Background: an optimization exercise with open tools, aiming at small area, a short achievable clock period and few clock cycles per item. Do not read the settings as production practice.
Where RTL was checked, it was by simulation tests only, not by an equivalence proof against the original.
Power and IR drop assume default switching activity.

the previous run:
==> flow/design.v (excerpt) <==
module simple_cpu_top #(
    parameter BIT_WIDTH = 16,
    parameter PROGRAM_FILE = "program.mem"
)(
    input wire clk,
    input wire rst_n,
    input wire start,
    input wire [BIT_WIDTH-1:0] operand_a,
    input wire [BIT_WIDTH-1:0] operand_b,
    output wire [BIT_WIDTH-1:0] result,
    output wire done
);
make LEC_CHECK=0 CAP_MARGIN=20 CORE_MARGIN=2 CORE_UTILIZATION=40 SLEW_MARGIN=20 SYNTH_HIERARCHICAL=1 SYNTH_MINIMUM_KEEP_SIZE=0 finish   # period 5.0 ns
run.sh (not shown) runs the stock make flow with config.mk's settings and CLKGATE_MAP_FILE= SYNTH_SCRIPT=/design/flow/synth_recipe.tcl, a recipe that flattens the netlist after the stock synthesis.
Status the previous run: flow complete, layout not clean - setup timing
Modified inputs, the current run compared to the previous run
-- flow/design.v --
<<< the previous run, line 382
    assign p[7] = w366 ^ w365;
    wire w368 = w367 | (w366 & w365);
    wire [7:0] ta = {w346, w292, w268, w265, w243, w223, w205, w191};
    wire [7:0] tb = {1'b0, w317, w291, w267, w245, w225, w207, w189};
    assign p[15:8] = ta + tb + w368;
endmodule
module mul_fa (
>>> the current run, line 382
    assign p[7] = w366 ^ w365;
    wire w368 = w367 | (w366 & w365);
    wire w369, w370;
    mul_ha u99 (.x(w191), .y(w189), .s(w369), .c(w370));
    assign p[8] = w369 ^ w368;
    wire w371 = w370 | (w369 & w368);
    wire w372, w373;
    mul_ha u100 (.x(w205), .y(w207), .s(w372), .c(w373));
    assign p[9] = w372 ^ w371;
    wire w374 = w373 | (w372 & w371);
    wire [5:0] ta = {w346, w292, w268, w265, w243, w223};
    wire [5:0] tb = {1'b0, w317, w291, w267, w245, w225};
    assign p[15:10] = ta + tb + w374;
endmodule
module mul_fa (
## What came out
No crash in the current run: every stage finished, but the layout fails its final checks due to setup timing.
The current run ended with less proportion of final cell area spent on non-clock buffers than the previous run.
Against the previous run, the current run reports a worst hold slack that is higher.
Looking at static leakage across the previous run and the current run, the one that comes out higher is the previous run.
Share of the synthesized area in compound gates (AO/OA/AOI/OAI) in the current run is 0.75 points below the previous run.
The floorplan die area on the current run is in line with that on the previous run.
Area of all placed cells without fillers: the current run < the previous run
The combined buffer and inverter count along the critical path in the current run was higher than what the previous run gave.
Per the comparison of the current run with the previous run, synthesized area per cell increased 1.6%; sum of met2 wire segment lengths after detailed routing decreased 310 µm; cell count decreased 3.2%.
No functional check of the RTL was part of any run of this note.

--- another note on this design; it stands on its own ---

== build 40 ==
Design simple_cpu_top, start of the top module:
module simple_cpu_top #(
    parameter BIT_WIDTH = 16,
    parameter PROGRAM_FILE = "program.mem"
)(
    input wire clk,
    input wire rst_n,
    input wire start,
    input wire [BIT_WIDTH-1:0] operand_a,
    input wire [BIT_WIDTH-1:0] operand_b,
    output wire [BIT_WIDTH-1:0] result,
    output wire done
);
clock: 5.0 ns
lec_check: 0
cap_margin: 20
core_margin: 2
core_utilization: 40
gpl_timing_driven: 0
setup_slack_margin: 0.2
slew_margin: 20
synth_hierarchical: 1
synth_minimum_keep_size: 0
run.sh (not shown) runs the stock make flow with config.mk's settings and CLKGATE_MAP_FILE= SYNTH_SCRIPT=/design/flow/synth_recipe.tcl, a recipe that flattens the netlist after the stock synthesis.
The final report for build 40 shows a completed flow and a layout that fails verification, specifically negative setup slack.
Testbench counts of build 40, summed over its fixed seeds: cycles 384, items 384.
What trial 7 does differently from build 40 at the input level:
- changing SLEW_MARGIN from 20 to 0
- removing GPL_TIMING_DRIVEN (formerly 0)
- removing SETUP_SLACK_MARGIN (formerly 0.2)
- changing CAP_MARGIN from 20 to 0
--- outcome ---
- Trial 7 finished all stages; the layout is clean.
- Maximum clock frequency went up by a few percent going from build 40 to trial 7.
- Trial 7 against build 40: power dissipated in combinational cells shows a reduction of about 2%, worst-case setup margin in the final layout shows an increase of 0.19 ns, power shows a reduction of 1.3%, area of all placed cells without fillers shows no meaningful change.
- The run showing the greater non-clock buffer count is trial 7.
- Count of final setup violators ended up 1 lower on trial 7 than on build 40.

[re-timing with driven ports]
No port has a modelled driver above. Below, the same layouts with a new extraction and two added sets of constraints. Step 1, drivers: a clkbuf_16 drives clk and a buf_2 each remaining input, both assumed. Step 2 adds t to the input delays and takes it off the output delays; t is the mean of the earliest and latest rising clock arrival at the registers after step 1. Input paths then give back, and output paths get back, about the clock's delay inside the block. Slacks: no drivers / after step 1 / after step 2; pairs: no drivers / after step 1.
| run | t (ns) | setup WS [ns] | clock arrival spread, ns | pins driven straight from the clock port |
|---|---|---|---|---|
| the previous run | 0.286 | -0.323 / -0.339 / -0.625 | 0.004 / 0.004 | 1 |
| the current run | 0.283 | -0.995 / -1.005 / -1.288 | 0.006 / 0.006 | 1 |
| build 40 | 0.268 | -0.082 / -0.104 / -0.372 | 0.003 / 0.003 | 1 |
| trial 7 | 0.275 | 0.111 / 0.107 / -0.168 | 0.002 / 0.001 | 1 |
With both steps, setup timing fails in trial 7, where it was met with ideal ports. The setup slack of the previous run, which loses most, moves by -0.016 ns with the drivers and by -0.302 ns with both steps.
